Context: an optimization exercise on an open-source flow, tuned for small area and a short achievable clock period. The choices shown serve that exercise and are no tape-out recipe. The RTL was checked by simulation tests, not by an equivalence proof against the original design. Power and IR drop assume default switching activity.

`design/flow/design.v`:
```
module processorPipe(
    input clk,
    input rst,
    input [15:0] instr_in,
    output [15:0] pc_out,
    output [15:0] alu_res,
    output memWrite,
    output regWrite,
    output [15:0] rf_WD,
    output [15:0] alu_b,
    output [15:0] read_rs,
    output [15:0] data_out,
    output [15:0] data_in
);
    integer i, k;
    reg [4:0] pc_q;    
    always @(posedge clk or posedge rst) begin
        if (rst)
            pc_q <= 5'd0;
        else
            pc_q <= pc_q + 5'd1;
    end
    assign pc_out = {10'd0, pc_q, 1'b0};
    wire [3:0] op_f = instr_in[15:12];
    wire alu_src_f = (op_f == 4'b0001) | (op_f == 4'b0010) | (op_f == 4'b1000) | (op_f == 4'b1010);
    wire sub_f = (op_f == 4'b0010) | (op_f == 4'b1100) |
                 ((op_f == 4'b0000) & (instr_in[2:1] == 2'b11));
    reg [15:0] ir;
    reg [7:1]  rs_oh, rt_oh;    
    reg        alu_src_d, sub_d;
    always @(posedge clk) begin
        ir <= instr_in;
        for (i = 1; i < 8; i = i + 1) begin
            rs_oh[i] <= (instr_in[11:9] == i[2:0]);
            rt_oh[i] <= (instr_in[8:6] == i[2:0]);
        end
        alu_src_d <= alu_src_f;
        sub_d <= sub_f;
    end
    wire [3:0] op = ir[15:12];
    wire [2:0] rt = ir[8:6];
    wire [2:0] rd = ir[5:3];
    wire [2:0] fn = ir[2:0];
    reg [2:0] alu_ctrl_d;
    reg       reg_dst_d, mem_to_reg_d, mem_write_d, reg_write_d;
    always @(*) begin
        reg_dst_d = 1'b0;
        mem_to_reg_d = 1'b0;
        mem_write_d = 1'b0;
        reg_write_d = 1'b0;
        alu_ctrl_d = 3'b010;
        case (op)
            4'b0000: begin reg_dst_d = 1'b1; reg_write_d = 1'b1; alu_ctrl_d = fn; end
            4'b0001: begin reg_write_d = 1'b1; end
            4'b0010: begin reg_write_d = 1'b1; alu_ctrl_d = 3'b110; end
            4'b1000: begin reg_write_d = 1'b1; mem_to_reg_d = 1'b1; end
            4'b1010: begin mem_write_d = 1'b1; end
            4'b1100: begin alu_ctrl_d = 3'b110; end
            default: ;
        endcase
    end
    reg [16*8-1:0] rf;    
    reg [15:0] rs_val, rt_val;
    always @(*) begin
        rs_val = 16'd0;
        rt_val = 16'd0;
        for (i = 1; i < 8; i = i + 1) begin
            rs_val = rs_val | (rf[16*i +: 16] & {16{rs_oh[i]}});
            rt_val = rt_val | (rf[16*i +: 16] & {16{rt_oh[i]}});
        end
    end
    wire [15:0] imm_ext = {{10{ir[5]}}, ir[5:0]};
    wire [15:0] b_d = alu_src_d ? imm_ext : rt_val;
    wire [15:0] bx_d = b_d ^ {16{sub_d}};    
    reg [15:0] ex_a, ex_b, ex_s, ex_p, ex_g;
    reg [2:0]  ex_ctrl;
    reg        ex_sub, ex_mem_write, ex_reg_write, ex_mem_to_reg;
    reg [2:0]  ex_wreg;
    always @(posedge clk) begin
        ex_a <= rs_val;
        ex_b <= b_d;
        ex_s <= rt_val;
        ex_p <= rs_val ^ bx_d;
        ex_g <= rs_val & bx_d;
        ex_ctrl <= alu_ctrl_d;
        ex_sub <= sub_d;
        ex_mem_write <= mem_write_d;
        ex_reg_write <= reg_write_d;
        ex_mem_to_reg <= mem_to_reg_d;
        ex_wreg <= reg_dst_d ? rd : rt;
    end
    assign read_rs = ex_a;
    assign alu_b = ex_b;
    wire [15:0] ex_t = ex_g | ex_p;
    reg [15:0] gg, pp, ng, np;
    reg [16:0] cy;
    always @(*) begin
        gg = ex_g;
        pp = ex_t;
        gg[0] = ex_g[0] | (ex_t[0] & ex_sub);
        for (k = 1; k < 16; k = 2 * k) begin
            ng = gg;
            np = pp;
            for (i = k; i < 16; i = i + 1) begin
                ng[i] = gg[i] | (pp[i] & gg[i - k]);
                np[i] = pp[i] & pp[i - k];
            end
            gg = ng;
            pp = np;
        end
        cy = {gg, ex_sub};
    end
    wire [15:0] sum = ex_p ^ cy[15:0];
    wire slt = ex_p[15] ? sum[15] : ex_a[15];
    wire [15:0] lor = ex_t;
    reg [15:0] alu_out;
    always @(*) begin
        case (ex_ctrl)
            3'b000: alu_out = ex_g;
            3'b001: alu_out = lor;
            3'b010: alu_out = sum;
            3'b011: alu_out = ex_p;
            3'b100: alu_out = ~lor;
            3'b110: alu_out = sum;
            3'b111: alu_out = {15'd0, slt};
            default: alu_out = 16'd0;
        endcase
    end
    reg hz_arith, hz_x;
    always @(*) begin
        hz_arith = (ex_p[6] == cy[6]);
        for (i = 7; i < 16; i = i + 1)
            hz_arith = hz_arith & (ex_p[i] == ex_t[i - 1]);
        case (ex_ctrl)
            3'b000: hz_x = ~|ex_g[15:6];
            3'b001: hz_x = ~|ex_t[15:6];
            3'b011: hz_x = ~|ex_p[15:6];
            3'b100: hz_x = &ex_t[15:6];
            3'b010, 3'b110: hz_x = hz_arith;
            default: hz_x = 1'b1;
        endcase
    end
    wire wr_ok_x = ex_mem_write & hz_arith & (sum[5:0] >= 6'd5) & (sum[5:0] <= 6'd62);
    wire is_arith = (ex_ctrl == 3'b010) | (ex_ctrl == 3'b110);
    reg [5:1] lres;    
    always @(*) begin
        case (ex_ctrl)
            3'b000: lres = ex_g[5:1];
            3'b001: lres = ex_t[5:1];
            3'b011: lres = ex_p[5:1];
            3'b100: lres = ~ex_t[5:1];
            default: lres = 5'd0;
        endcase
    end
    function match;
        input integer bb;
        input v, w;
        match = ((ex_p[bb] ^ v) == (w ? ex_g[bb - 1] : ex_t[bb - 1]));
    endfunction
    reg [3:0] o_lo_x;
    reg [7:0] o_hi_x;
    reg [2:0] kk;
    always @(*) begin
        for (k = 0; k < 4; k = k + 1) begin
            kk = k[2:0];
            o_lo_x[k] = is_arith ? (((ex_p[1] ^ kk[0]) == cy[1]) & match(2, kk[1], kk[0]))
                                 : (lres[2:1] == kk[1:0]);
        end
        for (k = 0; k < 8; k = k + 1) begin
            kk = k[2:0];
            o_hi_x[k] = is_arith ? (((ex_p[3] ^ kk[0]) == cy[3]) & match(4, kk[1], kk[0])
                                    & match(5, kk[2], kk[1]))
                                 : (lres[5:3] == kk);
        end
    end
    wire cy_lo = alu_out[0];
    wire cy_hi = alu_out[0] & alu_out[1] & alu_out[2];
    wire [3:0] e_lo_x = cy_lo ? {o_lo_x[2:0], o_lo_x[3]} : o_lo_x;
    wire [7:0] e_hi_x = cy_hi ? {o_hi_x[6:0], o_hi_x[7]} : o_hi_x;
    reg [15:0] m_res, m_s;
    reg        m_mem_write, m_reg_write, m_mem_to_reg;
    reg [2:0]  m_wreg;
    reg [3:0]  o_lo, e_lo;
    reg [7:0]  o_hi, e_hi;
    reg        m_a0n;    
    reg        m_hz;     
    reg        m_wr_ok;  
    always @(posedge clk) begin
        m_hz <= hz_x;
        m_wr_ok <= wr_ok_x;
        m_res <= alu_out;
        o_lo <= o_lo_x;
        e_lo <= e_lo_x;
        o_hi <= o_hi_x;
        e_hi <= e_hi_x;
        m_a0n <= ~alu_out[0];
        m_s <= ex_s;
        m_mem_write <= ex_mem_write;
        m_reg_write <= ex_reg_write;
        m_mem_to_reg <= ex_mem_to_reg;
        m_wreg <= ex_wreg;
    end
    assign alu_res = m_res;
    assign memWrite = m_mem_write;
    assign data_in = m_s;
    reg [8*32-1:0] mem_e;    
    reg [8*32-1:0] mem_o;    
    wire [5:0] a = m_res[5:0];
    wire a0 = ~m_a0n;
    wire rd_ok = m_hz & (a != 6'd63);
    wire wr_ok = m_wr_ok;
    wire [8*32-1:0] bank_e = {mem_e[8*32-1:8*3], 8'h01, 8'h22, 8'h12};
    wire [8*32-1:0] bank_o = {mem_o[8*32-1:8*2], 8'h20, 8'h02};
    reg [7:0] rd_e, rd_o, grp_e, grp_o;
    integer j, h;
    always @(*) begin
        rd_e = 8'd0;
        rd_o = 8'd0;
        for (h = 0; h < 8; h = h + 1) begin
            grp_e = 8'd0;
            grp_o = 8'd0;
            for (j = 0; j < 4; j = j + 1) begin
                grp_e = grp_e | (bank_e[8*(4*h+j) +: 8] & {8{e_lo[j]}});
                grp_o = grp_o | (bank_o[8*(4*h+j) +: 8] & {8{o_lo[j]}});
            end
            rd_e = rd_e | (grp_e & {8{e_hi[h]}});
            rd_o = rd_o | (grp_o & {8{o_hi[h]}});
        end
    end
    wire s_o_lo = rd_ok & a0;      
    wire s_e_lo = rd_ok & ~a0;     
    wire [15:0] mem_rd = {({8{s_e_lo}} & rd_o) | ({8{s_o_lo}} & rd_e),
                          ({8{s_o_lo}} & rd_o) | ({8{s_e_lo}} & rd_e)};
    wire w_o_lo = m_mem_to_reg & s_o_lo;
    wire w_e_lo = m_mem_to_reg & s_e_lo;
    wire [15:0] wd_m = {16{~m_mem_to_reg}} & m_res;
    wire [15:0] wd_x = {({8{w_e_lo}} & rd_o) | ({8{w_o_lo}} & rd_e) | wd_m[15:8],
                        ({8{w_o_lo}} & rd_o) | ({8{w_e_lo}} & rd_e) | wd_m[7:0]};
    wire [7:0] wen_e = e_hi & {8{wr_ok}};
    wire [7:0] wen_o = o_hi & {8{wr_ok}};
    wire [7:0] wd_e = a0 ? m_s[15:8] : m_s[7:0];
    wire [7:0] wd_o = a0 ? m_s[7:0] : m_s[15:8];
    always @(posedge clk) begin
        for (j = 3; j < 32; j = j + 1)
            if (wen_e[j / 4] & e_lo[j % 4])
                mem_e[8*j +: 8] <= wd_e;
        for (j = 2; j < 32; j = j + 1)
            if (wen_o[j / 4] & o_lo[j % 4])
                mem_o[8*j +: 8] <= wd_o;
    end
    reg [15:0] w_data, w_wd;
    reg        w_reg_write;
    reg [2:0]  w_wreg;
    always @(posedge clk) begin
        w_data <= mem_rd;
        w_wd <= wd_x;
        w_reg_write <= m_reg_write;
        w_wreg <= m_wreg;
    end
    assign data_out = w_data;
    assign rf_WD = w_wd;
    assign regWrite = w_reg_write;
    always @(posedge clk) begin
        for (i = 1; i < 8; i = i + 1)
            if (w_reg_write & (w_wreg == i[2:0]))
                rf[16*i +: 16] <= w_wd;
    end
endmodule
```
`design/flow/run.sh`:
```
#!/bin/bash
# synth_recipe.tcl (not shown) runs the flow's synth.tcl, then flattens the netlist and writes it again
# the make line also repeats each setting of config.mk as NAME=value (left out here)
make -C /OpenROAD-flow-scripts/flow DESIGN_CONFIG=/design/flow/config.mk WORK_HOME=/design/flow/orfs CLKGATE_MAP_FILE= SYNTH_SCRIPT=/design/flow/synth_recipe.tcl finish
```
`design/flow/config.mk`:
```
export PLATFORM = sky130hd
export DESIGN_NAME = processorPipe
export DESIGN_NICKNAME = processorPipe
export VERILOG_FILES = /design/flow/design.v
export SDC_FILE = /design/flow/constraint.sdc
export NUM_CORES = 4
export LEC_CHECK = 0
export CAP_MARGIN = 20
export CORE_MARGIN = 2
export CORE_UTILIZATION = 50
export CTS_CLUSTER_DIAMETER = 60
export CTS_CLUSTER_SIZE = 30
export PLACE_DENSITY = 0.6
export SETUP_SLACK_MARGIN = 3.2
export SLEW_MARGIN = 20
```
`design/flow/constraint.sdc`:
```
create_clock -name core_clock -period 5.5 [get_ports {clk}]
set_input_delay 1.1000 -clock core_clock [delete_from_list [all_inputs] [get_ports {clk}]]
set_output_delay 1.1000 -clock core_clock [all_outputs]
set_load 0.01 [all_outputs]
```
==> flow_summary_export.csv, run 1 <==
group,metric,value,unit
run_status,run_status,"timing/DRC/antenna clean",
cts,clock-sinks,809,
sta,rsz0062_at_grt,"yes",
critical_path,r2r_cells,7,
finish,mostFrequentLayoutCells,"edfxtp_1, a22oi_1, nand2_1, dfxtp_1, buf_4",
finish,regMostFlops,"mem_o",
placed_design,portBuffers,120,
cts,clockBufferDepth,3,
critical_path,crit_path_max_fanout,8,
synth,synth_edf_count,584,
worst_hold_path,min_to,"m_s[1]",
synth,synth_seq_cells,809,
grt,grt_pass1_wl,123,mm
cts,cts_tree,"yes",
sta,clock_skew,49.1,ps
routing,drc,0,
routing,viasPerCell,6.28,
flow_run,maxCapViolCount,0,
routing,first_pass_iters,7,
cts,root_buffer,"clkbuf_16",
sta,tightest_slew,1030,ps
grt,grt_max_degree,65,
sta,fin_crit_sh,41.5,%
synth,synthCells,2086,
synth,async_reset_ff_share,0.618,%
placed_design,dp_hpwl,53.9,mm
critical_path,r2r-end,"w_data[0]",
finish,final_common_cell,"edfxtp_1",
worst_hold_path,hp-start,"ex_s[1]",
synth,ys_seq_area_share,72.8,%
critical_path,endpoint_kind,"output port",
sta,setup_viol,0,
critical_path,critPathMaxStageDelay,440,ps
power,power.total,0.0160,W
finish,fin_nets,2213,
finish,nFillCells,4774,
routing,final_antenna_net_count,0,
grt,grt_antenna_before_repair,1,
critical_path,worstPathRequired,4400,ps
synth,yosys_warnings,1,
finish,reg_top3,"mem_o x240, mem_e x232, rf x112",
grt,grt_pass1_vias,18200,
finish,largest_reg_flops,240,
critical_path,crit_path_start_kind,"flop",
die,core_area,60100,um2
synth,syn-mean-instance-area,14.5,um2
finish,areaGrowthSynthToFinish,12.9,%
routing,wl_per_cell,28.0,um
critical_path,worst-setup-path-type,"reg -> out",
critical_path,cp_num_buf_inv,1,
die,fp.dieW,250,um
grt,grt_usage,26.5,%
routing,routed_wl,83.9,mm
sta,hold_viol_final,0,
finish,drive_gt1_share,19.1,%
sta,period_needed,2280,ps
synth,synth-main-ff-cell,"edfxtp_1",
sta,max_freq,438,MHz
worst_hold_path,hp-class,"reg -> reg",
critical_path,reg2reg_slack,3250,ps
synth,ys_types,72,
placed_design,place.gp.congestion,0.884,
sta,tns,0,ps
sta,slew_viol_final,0,
critical_path,arrival,1180,ps
sta,relSlewSlack,31.4,%
cts,h-tree-depth,2,
cts,clk_transition_reported_paths,90,ps
power,p_leak,12.1,nW
cts,hold_buffers,0,
power,max-vdd-ir-drop,0.000257,V
synth,syn_area,30300,um2
power,p_per_area,468,nW/um2
critical_path,critPathTopFamily,"flip-flops",
sta,setup_ws,3220,ps
die,ioPinCount,132,
critical_path,crit_chain,"buf_6",
worst_hold_path,min_path_cells,0,
die,dieArea,62600,um2
die,die_h,250,um
cts,clk_latency,640,ps
routing,vias,18800,
routing,drt_iter0_markers,2054,
critical_path,slowest_stage,"dfxtp_4",
cts,cts_made_buffers,46,
die,rows,90,
die,start_util,50.4,%
placed_design,place_ws,2570,ps
critical_path,r2r_start,"o_lo[0]",
grt,overflow,0,
[layer usage]
metal / global-route usage, % / part of all wire (%) / up-vias
met3: 4.67 / 8.2 / 153
met5: 0 / 0 / -
met2: 42.5 / 48 / 887
met1: 36.6 / 41 / 9428
met4: 9.68 / 3.7 / 0
li1: - / - / 8352
[cells by family (layout without fill, tap and decap cells)]
family                     count (synthesis)  in the layout  synth area share, %
muxes                                     37             37                 1.33
and+or+nand+nor                          426            426                 7.22
AOI/OAI and AO/OA                        571            571                 14.3
xor gates and xnor gates                  39             39                 1.13
buffers and inverters                    185            304                 2.52
other                                      1             12               0.0124
adders and majority gates                 18             18                0.734
DFF                                      809            809                 72.8
[power by group]
part           total [W]  internal (W)  switching [W]
logic            0.00381       0.00140        0.00241
clock network    0.00410       0.00188        0.00222
registers        0.00810       0.00728       0.000826
[area by class of cell]
cell class / instances / area (um2) / area share [%]
flip-flops and latches: 809 / 22300 / 65.2
multi-input cells: 1102 / 7640 / 22.3
repair buffers: 199 / 1460 / 4.25
clock buffers: 51 / 1240 / 3.62
well taps: 782 / 978 / 2.86
clock inverters: 34 / 505 / 1.48
inverters: 20 / 75.1 / 0.219
diodes: 1 / 2.50 / 0.00731
[worst max-delay path by stage]
stage	start	end	slack, ps	cells past startpoint
5_1_grt	ex_p[3]	m_wr_ok	3160	6
3_3_place_gp	ex_ctrl[0]	e_lo[1]	2610	5
6_report	w_wd[8]	rf_WD[8]	3220	1
2_1_floorplan	w_reg_write	rf[64]	3460	2
4_1_cts	w_wd[9]	rf_WD[9]	3050	1
3_5_place_dp	ex_ctrl[1]	e_hi[3]	2570	6
[synthesized netlist by cell type, types with 4 or more instances]
cell	n	share of area (%)
a31oi_1	4	0.083
buf_4	13	0.32
buf_1	17	0.21
o211ai_1	5	0.12
o21a_1	15	0.37
dfrtp_1	5	0.41
o21ai_0	27	0.45
o2111ai_1	4	0.12
nand2_1	146	1.8
nor4b_1	4	0.12
o221ai_1	17	0.49
and4_1	17	0.49
dfxtp_1	220	15
nand2b_1	23	0.47
mux2i_1	10	0.33
and3b_1	5	0.14
xnor2_1	12	0.35
o31ai_1	4	0.099
a22o_1	6	0.17
a22oi_1	355	8.8
a211oi_1	18	0.45
and3_1	62	1.3
mux2_2	27	1.0
clkbuf_1	123	1.5
o22ai_1	4	0.083
a21oi_1	34	0.56
a221o_1	4	0.13
ha_1	17	0.70
a222oi_1	32	1.1
a21o_1	10	0.25
nor2b_1	29	0.60
inv_1	20	0.25
nor3b_1	8	0.20
edfxtp_1	584	58
nor3_1	12	0.20
xor2_1	27	0.78
a2bb2oi_1	5	0.14
nor4_1	10	0.21
a32oi_1	7	0.20
nor2_1	53	0.66
nand3_1	41	0.68
buf_2	9	0.15
[through the flow]
stage,hold WS [ps],std cells,util [%],instance area [um2]
6_report,329,2998,56.9,34200
5_1_grt,335,2997,56.9,34200
4_1_cts,329,2989,56.8,34100
3_5_place_dp,312,2855,53.3,32000
3_3_place_gp,310,2855,53.3,32000
2_1_floorplan,310,2096,-,30400
[timing repair]
item,4_1_cts,5_1_grt
hold endpoints to repair,0,0
setup endpoints to repair,169,67
cloned,0,0
gates resized for setup,529,70
buffers inserted,49,8
pin swaps,1,0
==> run 2: changes to the inputs <==
==> design/flow/flow/run.sh (new file) <==
#!/bin/bash
# Layout flow: the standard ORFS flow (standard.sh, standard synthesis
# unchanged), with clock tree synthesis told not to insert dummy loads.
set -euo pipefail
export CTS_ARGS="-sink_clustering_enable -repair_clock_nets -dont_use_dummy_load -sink_clustering_size 30 -sink_clustering_max_diameter 60"
bash standard.sh > standard_flow.log 2>&1
==> design/flow/standard.sh (new file) <==
#!/bin/bash
# synth_recipe.tcl (not shown) runs the flow's synth.tcl, then flattens the netlist and writes it again
# the make line also repeats each setting of config.mk as NAME=value (left out here)
make -C /OpenROAD-flow-scripts/flow DESIGN_CONFIG=/design/flow/config.mk WORK_HOME=/design/flow/orfs CLKGATE_MAP_FILE= SYNTH_SCRIPT=/design/flow/synth_recipe.tcl "${@:-finish}"
removed: design/flow/run.sh
==> run 2 against run 1 <==
  * Largest cell class unchanged
  * Still clean
  * Maximum frequency shrank 0.61%
  * Sequential cell count is the same
  * Synthesized area is the same
  * Sequential share of layout area grew 1.2 points
  * Critical path depth is the same
  * Global-route usage shrank 0.15 points
==> flow_summary_export.csv, run 2 <==
group,metric,value,unit
critical_path,critPathMaxStageDelay,430,ps
cts,root_buffer,"clkbuf_16",
flow_run,maxCapViolCount,0,
routing,drc,0,
synth,yosys_warnings,1,
critical_path,crit_chain,"clkbuf_2",
critical_path,endpoint_kind,"output port",
power,p_leak,11.8,nW
sta,slew_viol_final,0,
power,max-vdd-ir-drop,0.000248,V
grt,grt_max_degree,65,
die,ioPinCount,132,
sta,clock_skew,82.4,ps
die,rows,90,
grt,grt_antenna_before_repair,1,
finish,final_common_cell,"edfxtp_1",
critical_path,critPathTopFamily,"flip-flops",
grt,grt_pass1_wl,123,mm
die,die_h,250,um
critical_path,reg2reg_slack,3260,ps
finish,n_antenna_cell,0,
synth,yosysTopAreaCell,"edfxtp_1",
finish,nFillCells,4827,
critical_path,crit_path_max_fanout,2,
sta,rsz0062_at_grt,"yes",
synth,synth_edf_count,584,
synth,syn_area,30300,um2
finish,fin_area,33600,um2
synth,syn-mean-instance-area,14.5,um2
critical_path,crit_path_start_kind,"flop",
synth,yosys-top-cells-area,"edfxtp_1, dfxtp_1, a22oi_1, nand2_1, clkbuf_1",
finish,areaGrowthSynthToFinish,10.8,%
routing,first_pass_iters,6,
die,dieArea,62600,um2
synth,synth_seq_cells,809,
synth,ys_types,72,
routing,viasPerCell,6.34,
die,start_util,50.4,%
placed_design,place_ws,2570,ps
cts,cts_made_buffers,46,
worst_hold_path,hp-class,"reg -> reg",
synth,ys_seq_area_share,72.8,%
synth,async_reset_ff_share,0.618,%
finish,fin_nets,2202,
finish,fin_util,55.9,%
grt,grt_pass1_vias,18200,
die,core_area,60100,um2
grt,grt_usage,26.4,%
critical_path,cp_num_buf_inv,1,
critical_path,r2r_cells,7,
synth,synth_top_area_share,57.8,%
run_status,run_status,"timing/DRC/antenna clean",
synth,yosys.cell_count.top_type,"edfxtp_1",
worst_hold_path,hp-start,"ex_s[1]",
routing,vias,18700,
cts,clockBufferDepth,3,
cts,clk_transition_reported_paths,110,ps
finish,regMostFlops,"mem_o",
finish,largest_reg_flops,240,
synth,synth_common_cells,"edfxtp_1, a22oi_1, dfxtp_1, nand2_1, clkbuf_1",
cts,clock-sinks,809,
routing,final_antenna_net_count,0,
worst_hold_path,min_path_cells,0,
synth,synthCells,2086,
sta,tns,0,ps
placed_design,place_area,32000,um2
worst_hold_path,min_to,"m_s[1]",
grt,overflow,0,
finish,reg_top3,"mem_o x240, mem_e x232, rf x112",
sta,setup_ws,3200,ps
finish,multiInputGateArea,7650,um2
synth,synth-main-ff-cell,"edfxtp_1",
critical_path,worstPathRequired,4400,ps
finish,drive_gt1_share,16.5,%
sta,tightest_slew,1050,ps
cts,cts_tree,"yes",
cts,h-tree-depth,2,
power,power.total,0.0152,W
die,fp.dieW,250,um
sta,max_freq,435,MHz
cts,clk_latency,630,ps
critical_path,r2r_start,"o_lo[0]",
finish,ff_latch_area,22300,um2
placed_design,dp_hpwl,53.9,mm
routing,drt_iter0_markers,2071,
critical_path,worst-setup-path-type,"reg -> out",
critical_path,slowest_stage,"dfxtp_4",
cts,hold_buffers,0,
routing,wl_per_cell,28.5,um
placed_design,portBuffers,120,
critical_path,r2r-end,"w_data[0]",
critical_path,arrival,1200,ps
placed_design,place.gp.congestion,0.884,
power,p_per_area,452,nW/um2
routing,routed_wl,83.9,mm
finish,mostFrequentLayoutCells,"edfxtp_1, a22oi_1, nand2_1, dfxtp_1, buf_2",
sta,period_needed,2300,ps
sta,setup_viol,0,
sta,hold_viol_final,0,
sta,fin_crit_sh,41.8,%
sta,relSlewSlack,30.0,%
[run 2: cell counts after synthesis]
No cell type changed its count.
[run 2: through the flow]
| stage | cells | hold WS, ps |
|---|---|---|
| 6_report | 2947 | 326 |
| 4_1_cts | 2939 | 326 |
| 5_1_grt | 2947 | 332 |
| 3_3_place_gp | 2855 | 310 |
| 2_1_floorplan | 2096 | 310 |
| 3_5_place_dp | 2855 | 312 |
[run 2: kinds of logic after synthesis]
group | share of synthesized area, %
AOI/OAI and AO/OA | 14.3
other | 0.0124
buffers and inverters | 2.52
adders and majority gates | 0.734
and+or+nand+nor | 7.22
DFF | 72.8
muxes | 1.33
xor gates and xnor gates | 1.13
[run 2: report_power, final]
part	total [W]	internal, W	switching [W]
combinational	0.00373	0.00136	0.00237
sequential	0.00813	0.00728	0.000857
clock	0.00331	0.00149	0.00183
total	0.0152	0.0101	0.00506
[run 2: final cells by class]
class | count | area share (%)
flip-flops and latches | 809 | 66.4
multi-input cells | 1102 | 22.8
repair buffers | 188 | 4.23
clock buffers | 46 | 3.43
well taps | 782 | 2.91
inverters | 20 | 0.223
[run 2: per-layer routing]
| metal | GRT usage [%] | vias up | wire length [um] |
|---|---|---|---|
| met5 | 0 | - | 0 |
| met4 | 9.27 | 0 | 2890 |
| met3 | 4.77 | 134 | 6440 |
| met2 | 42.4 | 824 | 40200 |
| met1 | 36.3 | 9450 | 34400 |
| li1 | - | 8281 | - |
[run 2: how the worst max path moves through the flow]
stage | start | to | cells after the start
finish | w_wd[9] | rf_WD[9] | 1
global route | w_wd[9] | rf_WD[9] | 1
CTS | w_wd[9] | rf_WD[9] | 1
detailed placement | ex_ctrl[1] | e_hi[3] | 6
global placement | ex_ctrl[0] | e_lo[1] | 5
floorplan | w_reg_write | rf[64] | 2
[run 2: timing repair]
action / CTS / global route
pin swaps: 1 / 0
setup buffers: 38 / 8
setup endpoints to repair: 169 / 64
gates resized for setup: 506 / 56
==> run 3: changes to the inputs <==
==> design/flow/config.mk (replaced) <==
export PLATFORM = sky130hd
export DESIGN_NAME = processorPipe
export DESIGN_NICKNAME = processorPipe
export VERILOG_FILES = /design/flow/design.v
export SDC_FILE = /design/flow/constraint.sdc
export NUM_CORES = 4
export LEC_CHECK = 0
export CAP_MARGIN = 10
export CORE_MARGIN = 2
export CORE_UTILIZATION = 60
export CTS_CLUSTER_DIAMETER = 60
export CTS_CLUSTER_SIZE = 30
export PLACE_DENSITY = 0.7
export SETUP_SLACK_MARGIN = 3.2
export SLEW_MARGIN = 10
==> run 3 against run 2 <==
  * Still clean on timing, DRC and antenna
  * Routed wire length down 3.3%
  * Count of clock-buffer cells in the layout down 2
  * Design area down 0.25%
  * Worst setup slack better by 15 ps
  * Hold slack worse by 15 ps
  * Critical path depth unchanged
  * Sequential power down 0.6%
  * Clock skew down 6.8 ps
  * Critical endpoint unchanged
==> flow_summary_export.csv, run 3 <==
group,metric,value,unit
synth,syn_area,30300,um2
critical_path,crit_path_start_kind,"flop",
routing,final_antenna_net_count,0,
sta,hold_viol_final,0,
critical_path,crit_path_max_fanout,2,
routing,drt_iter0_markers,2830,
synth,yosys_warnings,1,
cts,clk_transition_reported_paths,110,ps
critical_path,slowest_stage,"dfxtp_4",
sta,period_needed,2280,ps
grt,grt_use_met3,5.79,%
sta,clock_skew,75.6,ps
flow_run,maxCapViolCount,0,
grt,grt_usage,30.8,%
die,core_area,50100,um2
die,start_util,60.6,%
synth,synth_seq_cells,809,
synth,yosys.cell_count.top_type,"edfxtp_1",
run_status,run_status,"timing/DRC/antenna clean",
synth,syn-mean-instance-area,14.5,um2
finish,fin_nets,2203,
grt,grt_max_degree,60,
die,ioPinCount,132,
grt,overflow,0,
synth,synth-main-ff-cell,"edfxtp_1",
critical_path,r2r_cells,5,
sta,max_freq,438,MHz
critical_path,critPathMaxStageDelay,430,ps
finish,reg_top3,"mem_o x240, mem_e x232, rf x112",
synth,synth_top_area_share,57.8,%
finish,largest_reg_flops,240,
critical_path,reg2reg_slack,3220,ps
sta,whs,311,ps
cts,h-tree-depth,2,
finish,regMostFlops,"mem_o",
synth,yosysTopAreaCell,"edfxtp_1",
die,fp.dieW,229,um
placed_design,place.gp.congestion,0.909,
critical_path,r2r_start,"rt_oh[2]",
routing,drc,0,
sta,slew_viol_final,0,
power,max-vdd-ir-drop,0.000332,V
synth,async_reset_ff_share,0.618,%
worst_hold_path,hp-class,"reg -> reg",
worst_hold_path,hp-start,"m_wreg[2]",
grt,grt.busiest_layer,"met2",
grt,grt_antenna_before_repair,0,
cts,root_buffer,"clkbuf_16",
critical_path,arrival,1180,ps
die,die_h,229,um
synth,synth_edf_count,584,
sta,relSlewSlack,22.6,%
cts,clk_latency,630,ps
finish,final_common_cell,"edfxtp_1",
placed_design,portBuffers,120,
routing,viasPerCell,6.74,
cts,cts_made_buffers,44,
grt,use_met1,43.1,%
critical_path,worst-setup-path-type,"reg -> out",
sta,fin_crit_sh,41.5,%
die,dieArea,52400,um2
grt,met2_usage,49.6,%
routing,vias,19100,
critical_path,cp_num_buf_inv,1,
cts,clock-sinks,809,
synth,yosys-top-cells-area,"edfxtp_1, dfxtp_1, a22oi_1, nand2_1, clkbuf_1",
critical_path,r2r-end,"ex_p[0]",
power,p_per_area,453,nW/um2
grt,grt_pass1_vias,18500,
finish,areaGrowthSynthToFinish,10.5,%
sta,tns,0,ps
synth,synthCells,2086,
critical_path,worstPathRequired,4400,ps
synth,ys_seq_area_share,72.8,%
worst_hold_path,min_to,"w_wreg[2]",
placed_design,placed_cells,2740,
power,p_leak,11.8,nW
placed_design,dp_hpwl,50.6,mm
routing,routed_wl,81.1,mm
routing,first_pass_iters,10,
cts,clockBufferDepth,3,
synth,synth_common_cells,"edfxtp_1, a22oi_1, dfxtp_1, nand2_1, clkbuf_1",
cts,cts_tree,"yes",
grt,grt_pass1_wl,121,mm
sta,tightest_slew,1150,ps
synth,ys_types,72,
placed_design,place_area,31900,um2
finish,layout.cells.non_filler,2839,
critical_path,crit_chain,"buf_6",
critical_path,critPathTopFamily,"flip-flops",
finish,fin_area,33500,um2
finish,mostFrequentLayoutCells,"edfxtp_1, a22oi_1, nand2_1, dfxtp_1, and3_1",
finish,drive_gt1_share,16.3,%
sta,setup_viol,0,
routing,wl_per_cell,28.6,um
critical_path,endpoint_kind,"output port",
worst_hold_path,min_path_cells,0,
sta,rsz0062_at_grt,"yes",
die,rows,82,
-- run 3: cell types whose count changed in the layout (fill, tap and decap cells not counted), moves of 4 or more --
cell,change
dfxtp_2,+7
clkdlybuf4s15_2,+4
o21ai_1,+4
dfxtp_1,+5
dfxtp_4,-12
and4_2,+6
buf_2,-8
and4_1,-6
dlygate4sd2_1,+6
-- run 3: metrics by stage --
step | setup slack (ps) | total power (W) | util [%]
3_5_place_dp | 2420 | 0.0116 | 63.6
3_3_place_gp | 2500 | 0.0115 | 63.6
5_1_grt | 3160 | 0.0157 | 66.9
4_1_cts | 3200 | 0.0150 | 66.8
6_report | 3220 | 0.0152 | 66.9
2_1_floorplan | 3460 | 0.00989 | -
-- run 3: cell type report --
type	instances	area, um2
Tap cell	672	841
Sequential cell	809	22300
Timing Repair Buffer	191	1550
Clock buffer	44	1100
Multi-Input combinational cell	1102	7660
Inverter	20	75.1
Fill cell	3579	16600
Antenna cell	1	2.50
-- run 3: power breakdown --
group	internal, W	switching [W]	total (W)
Sequential	0.00726	0.000817	0.00808
Clock	0.00142	0.00179	0.00321
Combinational	0.00143	0.00247	0.00390
-- run 3: kinds of logic after synthesis --
kind of cell | synth area share [%]
XOR/XNOR | 1.13
buffers and inverters | 2.52
AND/OR/NAND/NOR | 7.22
adder cells (fa/ha/maj) | 0.734
other | 0.0124
AO/OA/AOI/OAI | 14.3
flip-flops | 72.8
multiplexers | 1.33
-- run 3: repair_timing --
| item | CTS | global route |
|---|---|---|
| pin swaps | 1 | 1 |
| buffers inserted | 48 | 6 |
| hold buffers | 0 | 0 |
| setup endpoints to repair | 169 | 75 |
| resized for setup | 462 | 64 |
| cloned | 0 | 0 |
| endpoints found under the hold margin | 0 | 0 |
-- run 3: layer usage --
layer,part of all wire [%],up-vias
li1,-,8281
met1,39,9569
met2,48,1136
met3,9.7,155
met4,3.6,0
met5,0,-
-- run 3: worst max path at each step --
stage                start  endpoint  slack (ps)  cells past startpoint
2_1_floorplan  w_reg_write    rf[64]        3460                      2
6_report           w_wd[9]  rf_WD[9]        3220                      1
4_1_cts            w_wd[9]  rf_WD[9]        3200                      1
3_5_place_dp    ex_ctrl[0]   e_hi[1]        2420                      5
5_1_grt         ex_ctrl[2]   e_lo[2]        3160                      6
3_3_place_gp    ex_ctrl[1]   e_hi[2]        2500                      5
==> run 4: changes to the inputs <==
--- a/design/flow/design.v
+++ b/design/flow/design.v
@@ -157,31 +157,31 @@
         input v, w;
         match = ((ex_p[bb] ^ v) == (w ? ex_g[bb - 1] : ex_t[bb - 1]));
     endfunction
-    reg [3:0] o_lo_x;
-    reg [7:0] o_hi_x;
+    reg [7:0] o_lo_x;
+    reg [3:0] o_hi_x;
     reg [2:0] kk;
     always @(*) begin
+        for (k = 0; k < 8; k = k + 1) begin
+            kk = k[2:0];
+            o_lo_x[k] = is_arith ? (((ex_p[1] ^ kk[0]) == cy[1]) & match(2, kk[1], kk[0])
+                                    & match(3, kk[2], kk[1]))
+                                 : (lres[3:1] == kk);
+        end
         for (k = 0; k < 4; k = k + 1) begin
             kk = k[2:0];
-            o_lo_x[k] = is_arith ? (((ex_p[1] ^ kk[0]) == cy[1]) & match(2, kk[1], kk[0]))
-                                 : (lres[2:1] == kk[1:0]);
-        end
-        for (k = 0; k < 8; k = k + 1) begin
-            kk = k[2:0];
-            o_hi_x[k] = is_arith ? (((ex_p[3] ^ kk[0]) == cy[3]) & match(4, kk[1], kk[0])
-                                    & match(5, kk[2], kk[1]))
-                                 : (lres[5:3] == kk);
+            o_hi_x[k] = is_arith ? (((ex_p[4] ^ kk[0]) == cy[4]) & match(5, kk[1], kk[0]))
+                                 : (lres[5:4] == kk[1:0]);
         end
     end
     wire cy_lo = alu_out[0];
-    wire cy_hi = alu_out[0] & alu_out[1] & alu_out[2];
-    wire [3:0] e_lo_x = cy_lo ? {o_lo_x[2:0], o_lo_x[3]} : o_lo_x;
-    wire [7:0] e_hi_x = cy_hi ? {o_hi_x[6:0], o_hi_x[7]} : o_hi_x;
+    wire cy_hi = alu_out[0] & alu_out[1] & alu_out[2] & alu_out[3];
+    wire [7:0] e_lo_x = cy_lo ? {o_lo_x[6:0], o_lo_x[7]} : o_lo_x;
+    wire [3:0] e_hi_x = cy_hi ? {o_hi_x[2:0], o_hi_x[3]} : o_hi_x;
     reg [15:0] m_res, m_s;
     reg        m_mem_write, m_reg_write, m_mem_to_reg;
     reg [2:0]  m_wreg;
-    reg [3:0]  o_lo, e_lo;
-    reg [7:0]  o_hi, e_hi;
+    reg [7:0]  o_lo, e_lo;
+    reg [3:0]  o_hi, e_hi;
     reg        m_a0n;    
     reg        m_hz;     
     reg        m_wr_ok;  
@@ -216,12 +216,12 @@
     always @(*) begin
         rd_e = 8'd0;
         rd_o = 8'd0;
-        for (h = 0; h < 8; h = h + 1) begin
+        for (h = 0; h < 4; h = h + 1) begin
             grp_e = 8'd0;
             grp_o = 8'd0;
-            for (j = 0; j < 4; j = j + 1) begin
-                grp_e = grp_e | (bank_e[8*(4*h+j) +: 8] & {8{e_lo[j]}});
-                grp_o = grp_o | (bank_o[8*(4*h+j) +: 8] & {8{o_lo[j]}});
+            for (j = 0; j < 8; j = j + 1) begin
+                grp_e = grp_e | (bank_e[8*(8*h+j) +: 8] & {8{e_lo[j]}});
+                grp_o = grp_o | (bank_o[8*(8*h+j) +: 8] & {8{o_lo[j]}});
             end
             rd_e = rd_e | (grp_e & {8{e_hi[h]}});
             rd_o = rd_o | (grp_o & {8{o_hi[h]}});
@@ -236,16 +236,16 @@
     wire [15:0] wd_m = {16{~m_mem_to_reg}} & m_res;
     wire [15:0] wd_x = {({8{w_e_lo}} & rd_o) | ({8{w_o_lo}} & rd_e) | wd_m[15:8],
                         ({8{w_o_lo}} & rd_o) | ({8{w_e_lo}} & rd_e) | wd_m[7:0]};
-    wire [7:0] wen_e = e_hi & {8{wr_ok}};
-    wire [7:0] wen_o = o_hi & {8{wr_ok}};
+    wire [3:0] wen_e = e_hi & {4{wr_ok}};
+    wire [3:0] wen_o = o_hi & {4{wr_ok}};
     wire [7:0] wd_e = a0 ? m_s[15:8] : m_s[7:0];
     wire [7:0] wd_o = a0 ? m_s[7:0] : m_s[15:8];
     always @(posedge clk) begin
         for (j = 3; j < 32; j = j + 1)
-            if (wen_e[j / 4] & e_lo[j % 4])
+            if (wen_e[j / 8] & e_lo[j % 8])
                 mem_e[8*j +: 8] <= wd_e;
         for (j = 2; j < 32; j = j + 1)
-            if (wen_o[j / 4] & o_lo[j % 4])
+            if (wen_o[j / 8] & o_lo[j % 8])
                 mem_o[8*j +: 8] <= wd_o;
     end
     reg [15:0] w_data, w_wd;
==> design/flow/config.mk (replaced) <==
export PLATFORM = sky130hd
export DESIGN_NAME = processorPipe
export DESIGN_NICKNAME = processorPipe
export VERILOG_FILES = /design/flow/design.v
export SDC_FILE = /design/flow/constraint.sdc
export NUM_CORES = 4
export LEC_CHECK = 0
export CAP_MARGIN = 20
export CORE_MARGIN = 2
export CORE_UTILIZATION = 50
export CTS_CLUSTER_DIAMETER = 60
export CTS_CLUSTER_SIZE = 30
export PLACE_DENSITY = 0.6
export SETUP_SLACK_MARGIN = 3.2
export SLEW_MARGIN = 20
==> run 4 against run 3 <==
  * Synthesized area is 2.3% lower
  * Sequential power shrank 2%
  * Design area fell by 1.6%
  * Critical path type is now reg -> reg
  * Critical endpoint is now ex_p[1]
  * Non-clock buffer count fell by 8
  * Clock skew increased by 7.6 ps
  * Register-to-register slack improved by 20 ps
  * Total power shrank 2.8%
  * Maximum frequency rose by 0.71%
==> flow_summary_export.csv, run 4 <==
group,metric,value,unit
run_status,run_status,"timing/DRC/antenna clean",
synth,synth_top_area_share,59.2,%
cts,h-tree-depth,2,
critical_path,critPathMaxStageDelay,940,ps
critical_path,r2r-end,"ex_p[1]",
finish,layout.cells.non_filler,2788,
die,die_h,247,um
finish,mostFrequentLayoutCells,"edfxtp_1, a22oi_1, dfxtp_1, and3_1, buf_2",
synth,yosys.cell_count.top_type,"edfxtp_1",
sta,tightest_slew,1020,ps
finish,final_common_cell,"edfxtp_1",
critical_path,worst-setup-path-type,"reg -> reg",
synth,syn_area,29600,um2
grt,overflow,0,
routing,first_pass_iters,6,
cts,clockBufferDepth,3,
synth,yosysTopAreaCell,"edfxtp_1",
synth,ys_seq_area_share,74.5,%
die,ioPinCount,132,
placed_design,placed_cells,2705,
cts,cts_made_buffers,44,
die,dieArea,61200,um2
cts,clock-sinks,809,
sta,clock_skew,83.2,ps
critical_path,crit_chain,"a22oi_1 > nand3_1 > mux2_2 > xor2_1 > ha_1",
flow_run,maxCapViolCount,0,
power,p_per_area,448,nW/um2
synth,async_reset_ff_share,0.618,%
grt,grt_pass1_vias,17300,
finish,regMostFlops,"mem_o",
critical_path,endpoint_kind,"flop",
sta,slew_viol_final,0,
power,max-vdd-ir-drop,0.000281,V
sta,tns,0,ps
critical_path,arrival,2750,ps
die,fp.dieW,247,um
worst_hold_path,min_path_cells,0,
routing,vias,17800,
finish,fin_nets,2052,
sta,setup_viol,0,
worst_hold_path,hp-start,"ex_s[3]",
synth,synth_edf_count,584,
routing,routed_wl,78.6,mm
critical_path,critPathTopFamily,"flip-flops",
worst_hold_path,min_to,"m_s[3]",
sta,fin_crit_sh,41.2,%
synth,yosys_warnings,1,
worst_hold_path,hp-class,"reg -> reg",
critical_path,slowest_stage,"dfxtp_1",
cts,root_buffer,"clkbuf_16",
sta,relSlewSlack,31.8,%
routing,drt_iter0_markers,1992,
critical_path,worstPathRequired,5990,ps
finish,largest_reg_flops,240,
sta,max_freq,441,MHz
critical_path,r2r_start,"rt_oh[2]",
die,start_util,50.4,%
cts,clk_transition_reported_paths,100,ps
power,p_leak,11.2,nW
routing,drc,0,
placed_design,dp_hpwl,50.3,mm
cts,cts_tree,"yes",
critical_path,reg2reg_slack,3230,ps
synth,synth-main-ff-cell,"edfxtp_1",
synth,syn-mean-instance-area,15.3,um2
routing,viasPerCell,6.38,
cts,clk_latency,620,ps
grt,grt_usage,25.5,%
grt,grt_max_degree,60,
critical_path,crit_path_max_fanout,16,
finish,reg_top3,"mem_o x240, mem_e x232, rf x112",
synth,yosys-top-cells-area,"edfxtp_1, dfxtp_1, a22oi_1, mux2_2, clkbuf_1",
synth,synthCells,1933,
placed_design,place.gp.congestion,0.903,
routing,wl_per_cell,28.2,um
critical_path,crit_path_start_kind,"flop",
synth,synth_common_cells,"edfxtp_1, a22oi_1, dfxtp_1, clkbuf_1, and3_1",
sta,rsz0062_at_grt,"yes",
critical_path,cp.depth,5,
sta,hold_viol_final,0,
grt,grt_antenna_before_repair,2,
routing,final_antenna_net_count,0,
die,rows,89,
die,core_area,58800,um2
synth,synth_seq_cells,809,
grt,grt_pass1_wl,114,mm
synth,ys_types,72,
placed_design,portBuffers,120,
critical_path,cp_num_buf_inv,0,
finish,n_antenna_cell,0,
finish,areaGrowthSynthToFinish,11.4,%
sta,period_needed,2270,ps
finish,nFillCells,4660,
critical_path,r2r_cells,5,
finish,drive_gt1_share,18.5,%
run 4: cell count changes in the layout (fill, tap and decap cells not counted), sizes merged, moves of 17 or more:
| cell | previous run | this run |
|---|---|---|
| a211oi | 19 | 2 |
| mux2 | 27 | 47 |
| nand4 | 3 | 49 |
| a22oi | 355 | 301 |
| nand2 | 146 | 44 |
| o22ai | 4 | 25 |
| nor2b | 29 | 9 |
run 4: how the worst max path moves through the flow:
stage                     startpoint         to  slack [ps]
after floorplan               ex_sub    e_lo[4]        3460
after global placement    ex_ctrl[1]    e_hi[2]        2560
after detailed placement  ex_ctrl[1]    e_hi[1]        2410
after CTS                    ex_b[5]   alu_b[5]        3200
after global routing         ex_p[0]  m_res[11]        3160
final                       rt_oh[2]    ex_p[1]        3230
run 4: stage by stage:
| stage | worst slack (ps) | total power [W] | hold slack (ps) | cell area (um2) | utilization [%] |
|---|---|---|---|---|---|
| 3_3_place_gp | 2560 | 0.0113 | 310 | 31300 | 53.3 |
| 3_5_place_dp | 2410 | 0.0113 | 313 | 31300 | 53.3 |
| 5_1_grt | 3160 | 0.0153 | 287 | 33000 | 56.1 |
| 2_1_floorplan | 3460 | 0.00961 | 310 | 29700 | - |
| 6_report | 3230 | 0.0148 | 293 | 33000 | 56.1 |
| 4_1_cts | 3200 | 0.0147 | 291 | 32800 | 55.8 |
run 4: report_power, final:
| group | total, W | internal (W) | switching [W] |
|---|---|---|---|
| Sequential | 0.00795 | 0.00727 | 0.000675 |
| Combinational | 0.00363 | 0.00133 | 0.00230 |
| Clock | 0.00319 | 0.00142 | 0.00177 |
run 4: worst reg2reg max path, stage by stage (launching register included):
cell and delay, ps:
dfxtp_1 940, a22oi_1 230, nand3_1 350, mux2_2 250
xor2_1 150, ha_1 250
run 4: repair_timing:
item	in CTS	in global routing
pin swaps	2	5
endpoints found under the setup margin	166	61
setup buffers	35	4
resized for setup	479	70
hold buffers	0	0
cloned	0	0
run 4: final cells by class:
type                            instances  area [um2]  share of cell area, %
Multi-Input combinational cell        960        7180                   21.8
Sequential cell                       809       22300                   67.6
Inverter                               19        75.1                  0.228
Clock buffer                           44        1100                   3.34
Tap cell                              773         967                   2.93
Timing Repair Buffer                  183        1380                   4.19
run 4: logic make-up (layout without fill, tap and decap cells):
family	after synthesis	in the layout	synth area share, %
buffers and inverters	174	246	2.52
adder cells (fa/ha/maj)	18	18	0.752
flip-flops	809	809	74.5
other	1	11	0.0127
XOR/XNOR	38	38	1.12
AND/OR/NAND/NOR	326	326	5.96
AO/OA/AOI/OAI	514	514	13.1
multiplexers	53	53	1.99
run 4: metal layers:
metal	global-route usage [%]	routed length (um)	vias up
li1	-	-	7824
met1	35.5	32600	8964
met2	41.7	37300	843
met3	4.20	6170	159
met4	7.50	2560	0
met5	0	0	-
==> run 5: changes to the inputs <==
--- a/design/flow/config.mk
+++ b/design/flow/config.mk
@@ -11,5 +11,5 @@
 export CTS_CLUSTER_DIAMETER = 60
 export CTS_CLUSTER_SIZE = 30
 export PLACE_DENSITY = 0.6
-export SETUP_SLACK_MARGIN = 3.2
+export SETUP_SLACK_MARGIN = 3.3
 export SLEW_MARGIN = 20
==> run 5 against run 4 <==
  * Hold slack hardly changed
  * Sequential share of layout area decreased by 1.6 points
  * Die area stayed put
==> flow_summary_export.csv, run 5 <==
group,metric,value,unit
synth,yosys_warnings,1,
synth,synth_common_cells,"edfxtp_1, a22oi_1, dfxtp_1, clkbuf_1, and3_1",
finish,fin_nets,2073,
sta,tns,0,ps
critical_path,cp_num_buf_inv,1,
worst_hold_path,hp-class,"reg -> reg",
power,p_leak,11.5,nW
sta,setup_ws,3230,ps
routing,final_antenna_net_count,0,
grt,grt_antenna_before_repair,0,
finish,drive_gt1_share,23.1,%
synth,async_reset_ff_share,0.618,%
grt,grt_usage,25.8,%
grt,grt_max_degree,60,
cts,cts_made_buffers,44,
critical_path,worstPathRequired,4400,ps
cts,root_buffer,"clkbuf_16",
critical_path,worst-setup-path-type,"reg -> out",
cts,cts_tree,"yes",
critical_path,arrival,1170,ps
synth,syn_area,29600,um2
die,die_h,247,um
synth,synthCells,1933,
die,dieArea,61200,um2
synth,synth_seq_cells,809,
flow_run,maxCapViolCount,0,
critical_path,crit_path_max_fanout,8,
grt,grt_pass1_vias,17400,
run_status,run_status,"timing/DRC/antenna clean",
synth,ys_seq_area_share,74.5,%
sta,clock_skew,83.6,ps
synth,yosysTopAreaCell,"edfxtp_1",
finish,final_common_cell,"edfxtp_1",
synth,synth-main-ff-cell,"edfxtp_1",
finish,mostFrequentLayoutCells,"edfxtp_1, a22oi_1, dfxtp_1, and3_1",
routing,drt_iter0_markers,2026,
placed_design,place.gp.congestion,0.903,
cts,clk_transition_reported_paths,110,ps
synth,ys_types,72,
sta,period_needed,2270,ps
die,start_util,50.4,%
placed_design,place_ws,2410,ps
routing,first_pass_iters,6,
sta,fin_crit_sh,41.2,%
critical_path,critPathTopFamily,"flip-flops",
routing,wl_per_cell,28.6,um
routing,routed_wl,80.2,mm
die,core_area,58800,um2
finish,largest_reg_flops,240,
power,max-vdd-ir-drop,0.000282,V
synth,syn-mean-instance-area,15.3,um2
grt,grt_pass1_wl,115,mm
die,ioPinCount,132,
critical_path,slowest_stage,"dfxtp_4",
critical_path,critPathMaxStageDelay,440,ps
cts,h-tree-depth,2,
die,rows,89,
synth,yosys-top-cells-area,"edfxtp_1, dfxtp_1, a22oi_1, mux2_2, clkbuf_1",
synth,synth_edf_count,584,
cts,clock-sinks,809,
sta,rsz0062_at_grt,"yes",
finish,reg_top3,"mem_o x240, mem_e x232, rf x112",
finish,regMostFlops,"mem_o",
routing,vias,18000,
sta,relSlewSlack,25.4,%
critical_path,crit_chain,"buf_6",
placed_design,dp_hpwl,50.3,mm
cts,clk_latency,620,ps
placed_design,portBuffers,120,
sta,hold_viol_final,0,
critical_path,endpoint_kind,"output port",
sta,slew_viol_final,0,
sta,tightest_slew,1120,ps
grt,overflow,0,
synth,yosys.cell_count.top_type,"edfxtp_1",
sta,max_freq,441,MHz
cts,clockBufferDepth,3,
finish,areaGrowthSynthToFinish,14.4,%
power,p_per_area,454,nW/um2
sta,setup_viol,0,
critical_path,crit_path_start_kind,"flop",
die,fp.dieW,247,um
synth,synth_top_area_share,59.2,%
routing,drc,0,
routing,viasPerCell,6.42,
## run 5: worst reg2reg max path: cells and delay by family (launching register included)
family                 cells  cell delay, ps
flip-flops                 1             370
AO/OA/AOI/OAI              4            1090
multiplexers               1             290
AND/OR/NAND/NOR            1             130
buffers and inverters      1             170
## run 5: kinds of logic (layout without fill, tap and decap cells)
| family | Yosys count | after routing | share of synthesized area [%] |
|---|---|---|---|
| AOI/OAI and AO/OA | 514 | 514 | 13.1 |
| xor gates and xnor gates | 38 | 38 | 1.12 |
| adders and majority gates | 18 | 18 | 0.752 |
| buffers and inverters | 174 | 267 | 2.52 |
| DFF | 809 | 809 | 74.5 |
| muxes | 53 | 53 | 1.99 |
| other | 1 | 12 | 0.0127 |
| and+or+nand+nor | 326 | 326 | 5.96 |
## run 5: cell type report
cell class	count	area [um2]
clock buffer	44	1100
antenna	1	2.50
sequential	809	22400
multi-input combinational	960	7410
fill	4524	24900
tap	773	967
timing repair buffer	204	1970
inverter	19	77.6
## run 5: per-layer routing
| layer | global-route usage, % | routed length [um] | vias up |
|---|---|---|---|
| met4 | 7.61 | 2360 | 0 |
| li1 | - | - | 7874 |
| met5 | 0 | 0 | - |
| met2 | 41.9 | 38400 | 859 |
| met1 | 36.0 | 33000 | 9177 |
| met3 | 4.54 | 6430 | 136 |
## run 5: power by group
group	total (W)	switching (W)	internal, W	leakage (nW)
sequential	0.00800	0.000712	0.00729	7.23
clock	0.00322	0.00179	0.00142	0.542
combinational	0.00416	0.00246	0.00170	3.75
## run 5: worst paths after layout
path / from / to / slack [ps] / depth (start not counted)
max: w_wd[11] / rf_WD[11] / 3230 / 1
min in group asynchronous: rst / pc_q[2] / 700 / 2
min: ex_s[3] / m_s[3] / 290 / 0
max in group asynchronous: rst / pc_q[0] / 4620 / 2
min reg2reg: ex_s[3] / m_s[3] / 290 / 0
max reg2reg: o_lo[3] / w_wd[15] / 3330 / 7
## run 5: repair_timing
| action | in CTS | in global routing |
|---|---|---|
| endpoints found under the setup margin | 195 | 103 |
| setup buffers | 46 | 9 |
| gates resized for setup | 698 | 99 |
| cloned | 3 | 2 |
| hold buffers | 0 | 0 |
| pin swaps | 6 | 24 |
## run 5: stage by stage
step | utilization, % | cells | total power [W] | area, um2 | hold WS (ps)
finish | 57.6 | 2810 | 0.0154 | 33900 | 293
global route | 57.6 | 2809 | 0.0159 | 33900 | 288
CTS | 56.7 | 2798 | 0.0151 | 33300 | 291
detailed placement | 53.3 | 2705 | 0.0113 | 31300 | 313
global placement | 53.3 | 2705 | 0.0113 | 31300 | 310
floorplan | - | 1943 | 0.00961 | 29700 | 310
==> run 6: changes to the inputs <==
--- a/design/flow/config.mk
+++ b/design/flow/config.mk
@@ -10,6 +10,6 @@
 export CORE_UTILIZATION = 50
 export CTS_CLUSTER_DIAMETER = 60
 export CTS_CLUSTER_SIZE = 30
-export PLACE_DENSITY = 0.6
-export SETUP_SLACK_MARGIN = 3.3
+export PLACE_DENSITY = 0.65
+export SETUP_SLACK_MARGIN = 3.2
 export SLEW_MARGIN = 20
==> run 6 against run 5 <==
  * Still clean on timing, DRC and antenna
  * Global-route usage down 0.54 points
  * Core utilization is 1.2 points lower
  * First-iteration DRC count up 16%
  * Sequential cell count is the same
  * Count of clock-buffer cells in the layout grew 2
  * Hold slack worse by 1.8 ps
  * Synthesized area stayed put
  * Largest cell class unchanged
==> flow_summary_export.csv, run 6 <==
group,metric,value,unit
run_status,run_status,"timing/DRC/antenna clean",
synth,ys_types,72,
critical_path,worstPathRequired,5980,ps
grt,overflow,0,
die,core_area,58800,um2
grt,met2_usage,39.7,%
placed_design,place.gp.congestion,0.918,
sta,clock_skew,89.5,ps
sta,fin_crit_sh,41.8,%
synth,yosysTopAreaCell,"edfxtp_1",
die,rows,89,
routing,routed_wl,78.3,mm
critical_path,crit_path_start_kind,"flop",
cts,h-tree-depth,2,
finish,fin_util,56.5,%
sta,hold_viol_final,0,
die,start_util,50.4,%
cts,clk_latency,640,ps
power,max-vdd-ir-drop,0.000361,V
finish,drive_gt1_share,19.9,%
finish,final_common_cell,"edfxtp_1",
power,p_leak,11.3,nW
sta,slew_viol_final,0,
cts,clock-sinks,809,
routing,viasPerCell,6.42,
sta,tightest_slew,1080,ps
routing,vias,18000,
finish,largest_reg_flops,240,
synth,synth-main-ff-cell,"edfxtp_1",
routing,drc,0,
finish,areaGrowthSynthToFinish,12.1,%
die,dieArea,61200,um2
cts,cts_tree,"yes",
critical_path,slowest_stage,"a22o_2",
grt,grt_usage,25.3,%
grt,grt_use_met3,4.96,%
grt,grt_antenna_before_repair,1,
grt,grt_pass1_wl,114,mm
routing,wl_per_cell,27.9,um
synth,syn-mean-instance-area,15.3,um2
sta,rsz0062_at_grt,"yes",
flow_run,maxCapViolCount,0,
sta,max_freq,435,MHz
worst_hold_path,hp-class,"reg -> reg",
finish,regMostFlops,"mem_o",
synth,ys_seq_area_share,74.5,%
cts,clockBufferDepth,3,
synth,yosys.cell_count.top_type,"edfxtp_1",
grt,grt_pass1_vias,17200,
cts,clk_transition_reported_paths,110,ps
finish,n_antenna_cell,0,
synth,synth_edf_count,584,
critical_path,critPathTopFamily,"compound AO/OA/AOI/OAI gates",
sta,period_needed,2300,ps
critical_path,cp_num_buf_inv,1,
critical_path,endpoint_kind,"flop",
synth,yosys_warnings,1,
critical_path,arrival,2780,ps
critical_path,worst-setup-path-type,"reg -> reg",
sta,tns,0,ps
routing,drt_iter0_markers,2352,
finish,mostFrequentLayoutCells,"edfxtp_1, a22oi_1, dfxtp_1, buf_4, and3_1",
die,fp.dieW,247,um
power,p_per_area,450,nW/um2
grt,grt_max_degree,60,
critical_path,crit_path_max_fanout,28,
finish,reg_top3,"mem_o x240, mem_e x232, rf x112",
cts,cts_made_buffers,46,
critical_path,crit_chain,"buf_4 > a22oi_1 > nand4_1 > a22o_2 > a221oi_4 > o22ai_1 > mux2_2",
critical_path,critPathMaxStageDelay,330,ps
synth,synth_top_area_share,59.2,%
routing,final_antenna_net_count,0,
synth,synth_seq_cells,809,
sta,setup_viol,0,
synth,syn_area,29600,um2
sta,relSlewSlack,27.8,%
die,die_h,247,um
die,ioPinCount,132,
finish,fin_nets,2068,
grt,grt.busiest_layer,"met2",
placed_design,dp_hpwl,49.8,mm
synth,synthCells,1933,
placed_design,portBuffers,120,
cts,root_buffer,"clkbuf_16",
synth,synth_common_cells,"edfxtp_1, a22oi_1, dfxtp_1, clkbuf_1, and3_1",
synth,async_reset_ff_share,0.618,%
synth,yosys-top-cells-area,"edfxtp_1, dfxtp_1, a22oi_1, mux2_2, clkbuf_1",
routing,first_pass_iters,12,
grt,use_met1,35.5,%
## run 6: cell counts after synthesis
No cell type changed its count.
## run 6: logic make-up after synthesis
logic type | count (synthesis) | synth area share, %
xor+xnor | 38 | 1.12
other cells | 1 | 0.0127
mux | 53 | 1.99
buf+inv | 174 | 2.52
simple gates | 326 | 5.96
compound gates | 514 | 13.1
fa+ha+maj | 18 | 0.752
flops | 809 | 74.5
## run 6: final timing paths
kind | startpoint | to | depth (start not counted) | slack (ps)
worst max-delay path | o_lo[0] | w_wd[11] | 7 | 3200
worst min-delay path | ex_s[3] | m_s[3] | 0 | 290
worst max register to register | o_lo[0] | w_wd[11] | 7 | 3200
worst min register to register | ex_s[3] | m_s[3] | 0 | 290
max in group asynchronous | rst | pc_q[1] | 2 | 4620
min in group asynchronous | rst | pc_q[3] | 2 | 710
## run 6: worst register-to-register path: stages, from the launching register on
cell	delay [ps]
dfxtp_1	310
buf_4	240
a22oi_1	240
nand4_1	210
a22o_2	330
a221oi_4	290
o22ai_1	200
mux2_2	310
## run 6: power by group
part / internal (W) / switching [W]
Combinational: 0.00137 / 0.00229
Sequential: 0.00727 / 0.000713
Clock: 0.00148 / 0.00179
Total: 0.0101 / 0.00480
## run 6: final cells by class
| cell class | instances | area, um2 |
|---|---|---|
| clock buffer | 46 | 1150 |
| timing repair buffer | 196 | 1490 |
| inverter | 19 | 75.1 |
| sequential | 809 | 22300 |
| tap | 773 | 967 |
| timing repair inverter | 1 | 5.00 |
| multi-input combinational | 960 | 7190 |
| fill | 4641 | 25600 |
## run 6: per-stage QoR
stage | worst slack, ps | std cells | instance area, um2 | total power [W] | hold slack, ps
finish | 3200 | 2804 | 33200 | 0.0149 | 291
global route | 3170 | 2804 | 33200 | 0.0155 | 293
CTS | 3190 | 2790 | 32900 | 0.0148 | 294
detailed placement | 2440 | 2704 | 31300 | 0.0113 | 312
global placement | 2600 | 2704 | 31300 | 0.0112 | 310
floorplan | 3460 | 1943 | 29700 | 0.00961 | 310
## run 6: timing repair
item,in CTS,in global routing
hold buffers,0,0
setup buffers,40,11
gates cloned,0,2
setup endpoints to repair,183,61
endpoints found under the hold margin,0,0
pin swaps,3,8
resized for setup,519,77
## run 6: routing by layer
layer | share of wire (%) | routed length, um
met5 | 0 | 0
met2 | 46 | 36300
met4 | 3.9 | 3050
met3 | 9.5 | 7470
met1 | 40 | 31500
==> run 7: changes to the inputs <==
==> design/flow/flow/run.sh (replaced) <==
#!/bin/bash
# Layout flow: the standard ORFS flow (standard.sh, standard synthesis
# unchanged), with clock tree synthesis told not to insert dummy loads and
# the port buffers made plain buf_2 cells instead of delay buffers.
set -euo pipefail
export CTS_ARGS="-sink_clustering_enable -repair_clock_nets -dont_use_dummy_load -sink_clustering_size 30 -sink_clustering_max_diameter 60"
export BUFFER_PORTS_ARGS="-buffer_cell sky130_fd_sc_hd__buf_2"
bash standard.sh > standard_flow.log 2>&1
--- a/design/flow/config.mk
+++ b/design/flow/config.mk
@@ -10,6 +10,6 @@
 export CORE_UTILIZATION = 50
 export CTS_CLUSTER_DIAMETER = 60
 export CTS_CLUSTER_SIZE = 30
-export PLACE_DENSITY = 0.65
+export PLACE_DENSITY = 0.6
 export SETUP_SLACK_MARGIN = 3.2
 export SLEW_MARGIN = 20
==> run 7 against run 6 <==
  * Global-route usage up 0.65 points
  * Critical path depth unchanged
  * First-iteration DRC count down 21%
  * Worst setup slack worse by 38 ps
  * Hold slack better by 15 ps
  * Count of clock-buffer cells in the layout down 1
  * Core utilization down 0.91 points
  * Non-clock buffer count down 25
  * Design area down 1.6%
  * Clock skew down 2.5 ps
  * Die area unchanged
  * Critical path type unchanged
==> flow_summary_export.csv, run 7 <==
group,metric,value,unit
synth,async_reset_ff_share,0.618,%
die,core_area,58800,um2
power,p_leak,11.2,nW
die,start_util,50.4,%
synth,synth_seq_cells,809,
routing,routed_wl,80.0,mm
cts,clk_transition_reported_paths,110,ps
synth,yosys_warnings,1,
power,pwr-share-clk,22.0,%
critical_path,crit_path_start_kind,"flop",
critical_path,worstPathRequired,6010,ps
flow_run,maxCapViolCount,0,
sta,setup_viol,0,
critical_path,slowest_stage,"dfxtp_4",
die,rows,89,
die,die_h,247,um
finish,n_antenna_cell,0,
sta,tns,0,ps
worst_hold_path,hp-class,"reg -> reg",
sta,tightest_slew,1040,ps
synth,synth_simple_gate_area_share,5.96,%
cts,clockBufferDepth,3,
critical_path,crit_start,"e_lo[6]",
routing,drt_iter0_markers,1861,
finish,regMostFlops,"mem_o",
cts,h-tree-depth,2,
sta,clock_skew,87.0,ps
synth,synth_mux_area_share,1.99,%
die,ioPinCount,132,
critical_path,endpoint_kind,"flop",
critical_path,r2r_start,"e_lo[6]",
power,seqPwrFrac,53.9,%
power,max-vdd-ir-drop,0.000318,V
finish,fin_nets,2041,
finish,mostFrequentLayoutCells,"edfxtp_1, a22oi_1, dfxtp_1, buf_2, and3_1",
cts,clk_latency,630,ps
cts,cts_made_buffers,45,
synth,yosys.cell_count.top_type,"edfxtp_1",
die,fp.dieW,247,um
synth,synthCells,1933,
grt,grt_pass1_vias,17300,
critical_path,reg2reg_slack,3160,ps
finish,areaGrowthSynthToFinish,10.3,%
synth,yosys.area_share.xor_xnor,1.12,%
sta,slew_viol_final,0,
routing,vias,17900,
synth,syn-mean-instance-area,15.3,um2
routing,drc,0,
synth,syn_area,29600,um2
sta,max_freq,428,MHz
sta,relSlewSlack,30.0,%
critical_path,r2r_cells,7,
finish,reg_top3,"mem_o x240, mem_e x232, rf x112",
synth,ys_types,72,
routing,viasPerCell,6.44,
power,p_per_area,455,nW/um2
power,power.total,0.0149,W
finish,final_common_cell,"edfxtp_1",
finish,ff_latch_area,22300,um2
power,internal_power,0.0100,W
finish,nFillCells,4692,
cts,cts_tree,"yes",
run_status,run_status,"timing/DRC/antenna clean",
power,combPwrFrac,24.1,%
synth,ys_seq_area_share,74.5,%
die,dieArea,61200,um2
synth,synth-main-ff-cell,"edfxtp_1",
power,power.net_switching,0.00482,W
power,swShare,32.4,%
synth,synth_top_family_by_area,"compound AO/OA/AOI/OAI gates",
sta,fin_crit_sh,42.5,%
critical_path,crit_end,"w_wd[10]",
placed_design,placed_cells,2706,
finish,layout.cells.non_filler,2777,
critical_path,arrival,2850,ps
synth,synth_common_cells,"edfxtp_1, a22oi_1, dfxtp_1, clkbuf_1, and3_1",
finish,multiInputGateArea,7160,um2
critical_path,r2r-end,"w_wd[10]",
sta,hold_viol_final,0,
synth,yosys-top-cells-area,"edfxtp_1, dfxtp_1, a22oi_1, mux2_2, clkbuf_1",
synth,yosysTopAreaCell,"edfxtp_1",
synth,synth-compound-area-share,13.1,%
grt,grt_antenna_before_repair,2,
placed_design,place.gp.congestion,0.917,
finish,largest_reg_flops,240,
routing,final_antenna_net_count,0,
critical_path,worst-setup-path-type,"reg -> reg",
critical_path,crit_path_max_fanout,13,
sta,rsz0062_at_grt,"yes",
routing,first_pass_iters,8,
placed_design,portBuffers,120,
synth,synth_top_area_share,59.2,%
finish,fin_util,55.6,%
placed_design,dp_hpwl,51.5,mm
critical_path,critPathMaxStageDelay,430,ps
cts,clock-sinks,809,
critical_path,crit_chain,"buf_4 > a22oi_1 > nand4_1 > a22o_1 > a221oi_2 > o22ai_1 > mux2_2",
synth,synth_edf_count,584,
grt,overflow,0,
grt,grt_usage,25.9,%
routing,wl_per_cell,28.8,um
grt,grt_pass1_wl,116,mm
grt,grt_max_degree,60,
finish,drive_gt1_share,20.1,%
sta,period_needed,2340,ps
synth,synth_adder_area_share,0.752,%
cts,root_buffer,"clkbuf_16",
-- run 7: logic make-up (layout without fill, tap and decap cells) --
| group | after synthesis | count (layout) |
|---|---|---|
| AOI/OAI and AO/OA | 514 | 514 |
| xor gates and xnor gates | 38 | 38 |
| adders and majority gates | 18 | 18 |
| buffers and inverters | 174 | 235 |
| DFF | 809 | 809 |
| muxes | 53 | 53 |
| other | 1 | 11 |
| and+or+nand+nor | 326 | 326 |
-- run 7: layout make-up --
class | count | area share [%]
flip-flops and latches | 809 | 68.1
repair buffers | 171 | 3.33
multi-input cells | 960 | 21.9
clock buffers | 45 | 3.45
inverters | 19 | 0.230
well taps | 773 | 2.96
-- run 7: worst min-delay path by stage --
stage	start	endpoint	depth (start not counted)	slack [ps]
after floorplan	ex_mem_to_reg	m_mem_to_reg	0	310
after global placement	ex_s[9]	m_s[9]	0	310
after detailed placement	m_reg_write	w_reg_write	0	310
after CTS	ex_s[9]	m_s[9]	0	310
after global routing	ex_s[9]	m_s[9]	0	310
final	ex_s[2]	m_s[2]	0	310
-- run 7: metal layers --
layer	part of all wire [%]	track usage, %
met5	0.016	0
met4	3.2	8.35
met3	8.6	4.18
met2	47	41.7
met1	41	36.4
-- run 7: power by group through the flow --
| stage | clock network [W] | registers (W) | logic [W] |
|---|---|---|---|
| floorplan | 0 | 0.00760 | 0.00201 |
| global placement | 0 | 0.00809 | 0.00305 |
| detailed placement | 0 | 0.00809 | 0.00308 |
| CTS | 0.00332 | 0.00800 | 0.00343 |
| global route | 0.00352 | 0.00804 | 0.00383 |
| finish | 0.00326 | 0.00801 | 0.00358 |
-- run 7: through the flow --
stage                     area (um2)  hold slack (ps)  setup WS, ps
final                          32700              306          3160
after global routing           32700              311          3080
after CTS                      32400              309          3170
after detailed placement       30700              312          2420
after global placement         30700              311          2600
after floorplan                29700              310          3460
-- run 7: repair_timing --
| item | 4_1_cts | 5_1_grt |
|---|---|---|
| buffers inserted | 18 | 8 |
| resized for setup | 151 | 44 |
| pin swaps | 1 | 4 |
| endpoints found under the setup margin | 139 | 45 |
| endpoints found under the hold margin | 0 | 0 |
| hold buffers | 0 | 0 |
-- run 7: worst max-delay path: cells and delay by family, from the launching register on --
kind	cells	cell delay, ps
compound gates	4	1000
flops	1	430
mux	1	300
buf+inv	1	220
simple gates	1	240

-- static timing again, ports no longer ideal --
In the flow no input, the clock included, has a driving cell. The finished layouts below were timed again as built, in two steps.
Step 1 sets driving cells, clkbuf_16 on the clock port and buf_2 on the other inputs (assumed; they add their load-dependent delay and slew).
Step 2 moves the port delays by t, midway between the first and last clock arrival at a register: inputs arrive t later, outputs are due t later. That takes back most of the time a late clock gives input paths.
Three values: no drivers, after step 1, after step 2; two values: the first two.
| run | t, ns | setup slack, ns | slew at the worst register clock pin (ns) | pins driven straight from the clock port |
|---|---|---|---|---|
| run 1 | 0.676 | 3.217 / 3.154 / 3.251 | 0.11 / 0.11 | 1 |
| run 2 | 0.652 | 3.203 / 3.143 / 3.264 | 0.11 / 0.11 | 1 |
| run 3 | 0.651 | 3.217 / 3.157 / 3.222 | 0.11 / 0.11 | 1 |
| run 4 | 0.637 | 3.234 / 3.173 / 3.234 | 0.11 / 0.11 | 1 |
| run 5 | 0.637 | 3.234 / 3.174 / 3.327 | 0.11 / 0.11 | 1 |
| run 6 | 0.655 | 3.201 / 3.159 / 3.201 | 0.11 / 0.11 | 1 |
| run 7 | 0.650 | 3.163 / 3.147 / 3.163 | 0.11 / 0.11 | 1 |
After both steps every run listed still meets setup and hold.
